Source: an optimization exercise on an open RTL-to-GDS flow (aim: small area and a short achievable clock period). Production flows keep margins and buffers that such runs may drop.

try-indigo:
// mod
module mod (
    input logic clk,
    input logic reset,
    input logic [15:0] samp,
    output logic pull,
    output logic pdata
);
    localparam logic [39:0] TH = 40'h00014CCCCC;
    logic [7:0]  cnt;
    logic [15:0] sv;
    logic [39:2] xb;
    logic [39:8] pb;
    logic [1:0] q;
    logic [5:1] cx, cx_n;
    logic [3:1] cp, cp_n;
    logic        q_out;     
    logic        pull_r;    
    wire [5:0] d0_0 = xb[7:2];
    wire o0 = 1'b0;
    wire [5:0] d1_0 = xb[13:8];
    wire [5:0] d1_1 = xb[13:8] + 6'd1;
    wire [5:0] d1_2 = xb[13:8] + 6'd2;
    wire a1_1 = &xb[13:8];
    wire a2_1 = &xb[13:9];
    wire g1 = a1_1 & cx[1];
    wire p1 = (a1_1 & !cx[1]) | (a2_1 & !xb[8] & cx[1]);
    wire o1 = g1 | (p1 & o0);
    wire [5:0] d2_0 = xb[19:14];
    wire [5:0] d2_1 = xb[19:14] + 6'd1;
    wire [5:0] d2_2 = xb[19:14] + 6'd2;
    wire a1_2 = &xb[19:14];
    wire a2_2 = &xb[19:15];
    wire g2 = a1_2 & cx[2];
    wire p2 = (a1_2 & !cx[2]) | (a2_2 & !xb[14] & cx[2]);
    wire o2 = g2 | (p2 & o1);
    wire [5:0] d3_0 = xb[25:20];
    wire [5:0] d3_1 = xb[25:20] + 6'd1;
    wire [5:0] d3_2 = xb[25:20] + 6'd2;
    wire a1_3 = &xb[25:20];
    wire a2_3 = &xb[25:21];
    wire g3 = a1_3 & cx[3];
    wire p3 = (a1_3 & !cx[3]) | (a2_3 & !xb[20] & cx[3]);
    wire o3 = g3 | (p3 & o2);
    wire [5:0] d4_0 = xb[31:26];
    wire [5:0] d4_1 = xb[31:26] + 6'd1;
    wire [5:0] d4_2 = xb[31:26] + 6'd2;
    wire a1_4 = &xb[31:26];
    wire a2_4 = &xb[31:27];
    wire g4 = a1_4 & cx[4];
    wire p4 = (a1_4 & !cx[4]) | (a2_4 & !xb[26] & cx[4]);
    wire o4 = g4 | (p4 & o3);
  ...
==> flow/config.mk <==
export PLATFORM = sky130hd
export DESIGN_NAME = mod
export DESIGN_NICKNAME = mod
export VERILOG_FILES = /design/flow/design.v
export SDC_FILE = /design/flow/constraint.sdc
export NUM_CORES = 4
export LEC_CHECK = 0
export ABC_AREA = 1
export CAP_MARGIN = 20
export CORE_MARGIN = 2
export CORE_UTILIZATION = 40
export CTS_BUF_LIST = sky130_fd_sc_hd__clkbuf_8
export SETUP_SLACK_MARGIN = 3.0
export SLEW_MARGIN = 20
==> flow/constraint.sdc <==
create_clock -name core_clock -period 5.2 [get_ports {clk}]
set_input_delay 1.0400 -clock core_clock [delete_from_list [all_inputs] [get_ports {clk}]]
set_output_delay 1.0400 -clock core_clock [all_outputs]
set_load 0.01 [all_outputs]
standard.sh (not shown) runs the stock make flow with config.mk's settings and CLKGATE_MAP_FILE= SYNTH_SCRIPT=/design/flow/synth_recipe.tcl, a recipe that flattens the netlist after the stock synthesis.
==> flow/flow/run.sh <==
#!/bin/bash
# The standard layout (the standard.sh), but without Yosys's full-adder
# extraction (ADDER_MAP_FILE empty): ABC then maps the adders itself, into
# faster gates than the fixed sky130 fa/ha cells. Registers are unchanged.
# The port buffers are the smallest buffer cell (buffer_ports -buffer_cell).
set -euo pipefail
bash standard.sh ADDER_MAP_FILE= 'BUFFER_PORTS_ARGS=-buffer_cell sky130_fd_sc_hd__buf_1'  finish > standard_flow.log 2>&1
try-indigo reached the final stage; the timing, DRC and antenna checks on its layout passed.
The following lists how try-tundra was set up differently from try-indigo:
Settings: a deleted CTS_BUF_LIST that had been sky130_fd_sc_hd__clkbuf_8.
==> flow/flow/run.sh <==
#!/bin/bash
# The standard layout (the standard.sh), but without Yosys's full-adder
# extraction (ADDER_MAP_FILE empty): ABC then maps the adders itself, into
# faster gates than the fixed sky130 fa/ha cells. Registers are unchanged.
set -euo pipefail
bash standard.sh ADDER_MAP_FILE=  finish > standard_flow.log 2>&1
Notes after the runs:
try-tundra reached the end of the flow, and the finished layout is clean on the timing, DRC and antenna checks. Wire length of the first global-routing pass, try-tundra vs try-indigo: up slightly. Delta (try-tundra minus try-indigo): worst reg-to-reg path cell count went down, global placement routability congestion did not really move, post-layout worst setup margin went down. Comparing try-tundra against try-indigo, there is no change at all in instance count of the mapped netlist. In terms of longest individual stage delay on the worst path, try-indigo and try-tundra differ only marginally. The final critical-path required period in try-tundra sits 38 ps above the value recorded for try-indigo. Against try-indigo, try-tundra comes in 30 ps lower on insertion delay to the later sink of the worst-skew pair.
No functional check of the RTL was part of any run of this note.


## the reference run
The RTL this note starts from:
==> flow/design.v <==
`timescale 1ns / 1ps
module mod (
    input logic clk,
    input logic reset,
    input logic [15:0] samp,
    output logic pull,
    output logic pdata
);
    localparam logic [39:0] TH = 40'h00014CCCCC;
    logic [7:0]  cnt;
    logic [15:0] sv;
    logic [39:2] xb;
    logic [39:8] pb;
    logic [0:0] q;
    logic [2:1] cx, cx_n;
    logic [2:1] cp, cp_n;
    wire [39:0] xt = {xb, 2'b00} + ({39'd0, cx[1]} << 15) + ({39'd0, cx[2]} << 28);
    wire c0 = (xt >= TH) && !xt[39];
    wire c1 = (xt >= (TH << 1)) && (xt < (40'h8000000000 + TH));
    wire s1 = xb[8] ^ pb[8] ^ q[0];
    wire c2 = (xb[8] & pb[8]) | (xb[8] & q[0]) | (pb[8] & q[0]);
    wire s3 = xb[9] ^ pb[9] ^ q[0];
    wire c4 = (xb[9] & pb[9]) | (xb[9] & q[0]) | (pb[9] & q[0]);
    wire s5 = xb[10] ^ pb[10];
    wire c6 = xb[10] & pb[10];
    wire s7 = xb[11] ^ pb[11];
    wire c8 = xb[11] & pb[11];
    wire s9 = xb[12] ^ pb[12] ^ q[0];
    wire c10 = (xb[12] & pb[12]) | (xb[12] & q[0]) | (pb[12] & q[0]);
    wire s11 = xb[13] ^ pb[13] ^ q[0];
    wire c12 = (xb[13] & pb[13]) | (xb[13] & q[0]) | (pb[13] & q[0]);
    wire s13 = xb[14] ^ pb[14];
    wire c14 = xb[14] & pb[14];
    wire s15 = xb[15] ^ pb[15] ^ cp[1];
    wire c16 = (xb[15] & pb[15]) | (xb[15] & cp[1]) | (pb[15] & cp[1]);
    wire s17 = xb[16] ^ pb[16] ^ q[0];
    wire c18 = (xb[16] & pb[16]) | (xb[16] & q[0]) | (pb[16] & q[0]);
    wire s19 = xb[17] ^ pb[17] ^ q[0];
    wire c20 = (xb[17] & pb[17]) | (xb[17] & q[0]) | (pb[17] & q[0]);
    wire s21 = xb[18] ^ pb[18];
    wire c22 = xb[18] & pb[18];
    wire s23 = xb[19] ^ pb[19];
    wire c24 = xb[19] & pb[19];
    wire s25 = xb[20] ^ pb[20] ^ q[0];
    wire c26 = (xb[20] & pb[20]) | (xb[20] & q[0]) | (pb[20] & q[0]);
    wire s27 = xb[21] ^ pb[21] ^ q[0];
    wire c28 = (xb[21] & pb[21]) | (xb[21] & q[0]) | (pb[21] & q[0]);
    wire s29 = xb[22] ^ pb[22];
    wire c30 = xb[22] & pb[22];
    wire s31 = xb[23] ^ pb[23] ^ q[0];
    wire c32 = (xb[23] & pb[23]) | (xb[23] & q[0]) | (pb[23] & q[0]);
    wire s33 = xb[24] ^ pb[24] ^ q[0];
    wire c34 = (xb[24] & pb[24]) | (xb[24] & q[0]) | (pb[24] & q[0]);
    wire s35 = xb[25] ^ pb[25] ^ cp[2];
    wire c36 = (xb[25] & pb[25]) | (xb[25] & cp[2]) | (pb[25] & cp[2]);
    wire s37 = xb[26] ^ pb[26] ^ q[0];
    wire c38 = (xb[26] & pb[26]) | (xb[26] & q[0]) | (pb[26] & q[0]);
    wire s39 = xb[27] ^ pb[27] ^ q[0];
    wire c40 = (xb[27] & pb[27]) | (xb[27] & q[0]) | (pb[27] & q[0]);
    wire s41 = xb[28] ^ pb[28] ^ q[0];
    wire c42 = (xb[28] & pb[28]) | (xb[28] & q[0]) | (pb[28] & q[0]);
    wire s43 = xb[29] ^ pb[29] ^ q[0];
    wire c44 = (xb[29] & pb[29]) | (xb[29] & q[0]) | (pb[29] & q[0]);
    wire s45 = xb[30] ^ pb[30] ^ q[0];
    wire c46 = (xb[30] & pb[30]) | (xb[30] & q[0]) | (pb[30] & q[0]);
    wire s47 = xb[31] ^ pb[31] ^ q[0];
    wire c48 = (xb[31] & pb[31]) | (xb[31] & q[0]) | (pb[31] & q[0]);
    wire s49 = xb[32] ^ pb[32] ^ q[0];
    wire c50 = (xb[32] & pb[32]) | (xb[32] & q[0]) | (pb[32] & q[0]);
    wire s51 = xb[33] ^ pb[33] ^ q[0];
    wire c52 = (xb[33] & pb[33]) | (xb[33] & q[0]) | (pb[33] & q[0]);
    wire s53 = xb[34] ^ pb[34] ^ q[0];
    wire c54 = (xb[34] & pb[34]) | (xb[34] & q[0]) | (pb[34] & q[0]);
    wire s55 = xb[35] ^ pb[35] ^ q[0];
    wire c56 = (xb[35] & pb[35]) | (xb[35] & q[0]) | (pb[35] & q[0]);
    wire s57 = xb[36] ^ pb[36] ^ q[0];
    wire c58 = (xb[36] & pb[36]) | (xb[36] & q[0]) | (pb[36] & q[0]);
    wire s59 = xb[37] ^ pb[37] ^ q[0];
    wire c60 = (xb[37] & pb[37]) | (xb[37] & q[0]) | (pb[37] & q[0]);
    wire s61 = xb[38] ^ pb[38] ^ q[0];
    wire c62 = (xb[38] & pb[38]) | (xb[38] & q[0]) | (pb[38] & q[0]);
    wire s63 = xb[39] ^ pb[39] ^ q[0];
    wire c64 = (xb[39] & pb[39]) | (xb[39] & q[0]) | (pb[39] & q[0]);
    wire [13:0] xs65 = {1'b0, s13, s11, s9, s7, s5, s3, s1, xb[7], xb[6], xb[5], xb[4], xb[3], xb[2]} + {1'b0, c12, c10, c8, c6, c4, c2, 1'b0, 1'b0, 1'b0, q[0], q[0], 1'b0, q[0]} + 14'(1'b0);
    assign cx_n[1] = xs65[13];
    wire [13:0] xs66 = {1'b0, s39, s37, s35, s33, s31, s29, s27, s25, s23, s21, s19, s17, s15} + {1'b0, c38, c36, c34, c32, c30, c28, c26, c24, c22, c20, c18, c16, c14} + 14'(cx[1]);
    assign cx_n[2] = xs66[13];
    wire [12:0] xs67 = {1'b0, s63, s61, s59, s57, s55, s53, s51, s49, s47, s45, s43, s41} + {1'b0, c62, c60, c58, c56, c54, c52, c50, c48, c46, c44, c42, c40} + 13'(cx[2]);
    wire [7:0] ps68 = {1'b0, pb[14], pb[13], pb[12], pb[11], pb[10], pb[9], pb[8]} + {1'b0, sv[6], sv[5], sv[4], sv[3], sv[2], sv[1], sv[0]} + 8'(1'b0);
    assign cp_n[1] = ps68[7];
    wire [10:0] ps69 = {1'b0, pb[24], pb[23], pb[22], pb[21], pb[20], pb[19], pb[18], pb[17], pb[16], pb[15]} + {1'b0, q[0], sv[15], sv[14], sv[13], sv[12], sv[11], sv[10], sv[9], sv[8], sv[7]} + 11'(cp[1]);
    assign cp_n[2] = ps69[10];
    wire [15:0] ps70 = {1'b0, pb[39], pb[38], pb[37], pb[36], pb[35], pb[34], pb[33], pb[32], pb[31], pb[30], pb[29], pb[28], pb[27], pb[26], pb[25]} + {1'b0, q[0], q[0], q[0], q[0], q[0], q[0], q[0], q[0], q[0], q[0], q[0], q[0], q[0], q[0], q[0]} + 16'(cp[2]);
    wire [39:2] xb_n = {xs67[11], xs67[10], xs67[9], xs67[8], xs67[7], xs67[6], xs67[5], xs67[4], xs67[3], xs67[2], xs67[1], xs67[0], xs66[12], xs66[11], xs66[10], xs66[9], xs66[8], xs66[7], xs66[6], xs66[5], xs66[4], xs66[3], xs66[2], xs66[1], xs66[0], xs65[12], xs65[11], xs65[10], xs65[9], xs65[8], xs65[7], xs65[6], xs65[5], xs65[4], xs65[3], xs65[2], xs65[1], xs65[0]};
    wire [39:8] pb_n = {ps70[14], ps70[13], ps70[12], ps70[11], ps70[10], ps70[9], ps70[8], ps70[7], ps70[6], ps70[5], ps70[4], ps70[3], ps70[2], ps70[1], ps70[0], ps69[9], ps69[8], ps69[7], ps69[6], ps69[5], ps69[4], ps69[3], ps69[2], ps69[1], ps69[0], ps68[6], ps68[5], ps68[4], ps68[3], ps68[2], ps68[1], ps68[0]};
    always_ff @(posedge clk or posedge reset) begin
        if (reset) begin
            cnt <= 8'hFF;
            sv  <= '0;
            xb  <= '0;
            pb  <= '0;
            q   <= '0;
            cx  <= '0;
            cp  <= '0;
        end else begin
            cnt <= cnt + 8'd1;
            if (cnt == 8'hFF) sv <= samp;
            xb  <= xb_n;
            pb  <= pb_n;
            cx  <= cx_n;
            cp  <= cp_n;
            q[0] <= q[0] ? c1 : c0;
        end
    end
    assign pull  = (cnt == 8'hFF);
    assign pdata = q[0];
endmodule
make LEC_CHECK=0 CAP_MARGIN=20 CORE_MARGIN=2 CORE_UTILIZATION=40 SETUP_SLACK_MARGIN=2.5 SLEW_MARGIN=20 finish   # period 5.2 ns
run.sh (not shown) runs the stock make flow with config.mk's settings and CLKGATE_MAP_FILE= SYNTH_SCRIPT=/design/flow/synth_recipe.tcl, a recipe that flattens the netlist after the stock synthesis.
Stock flow here: none of the scripts above is used.
#### Input delta (the trial run over the reference run)
- setting ABC_AREA to 1 for the first time
Notes after the runs:
Taking the reference run as the reference, in the trial run worst hold path stage count climbed 1; final cell count without fillers climbed 14%; post-cts gate resize count dropped 14; number of standard cells after synthesis climbed about 18%.
The trial run vs. the reference run: maximum clock frequency up about 3%, buffer and inverter count on the worst path up 2, fraction of area in non-clock buffers up 0.53 points.
No functional check of the RTL was part of any run of this note.

-- port drivers added, routing unchanged --
Ports are ideal in the flow. The routed layouts listed here were re-timed in OpenROAD. Step 1 sets driving cells, clkbuf_16 on the clock port and buf_2 on the other inputs (assumed; they add their load-dependent delay and slew). Step 2 adds t to the input delays and takes it off the output delays; t is the mean of the earliest and latest rising clock arrival at the registers after step 1. Input paths then give back, and output paths get back, about the clock's delay inside the block. a / b / c = no drivers / after step 1 / after step 2; a / b = the first two.
run	t, ns	slack for setup (ns)	worst hold slack (ns)	worst slew at a driven data input, ns
try-indigo	0.435	3.080 / 3.039 / 3.144	0.486 / 0.486 / 0.486	0.04
try-tundra	0.406	3.042 / 2.995 / 2.910	0.484 / 0.484 / 0.484	0.03
the reference run	0.400	2.237 / 2.237 / 2.237	0.463 / 0.463 / 0.463	0.04
the trial run	0.401	2.321 / 2.275 / 2.422	0.484 / 0.484 / 0.484	0.03
After both steps every run listed still meets setup and hold. The setup slack of try-tundra, which loses most, moves by -0.047 ns with the drivers and by -0.132 ns with both steps. The worst setup slack also covers recovery checks on asynchronous resets.
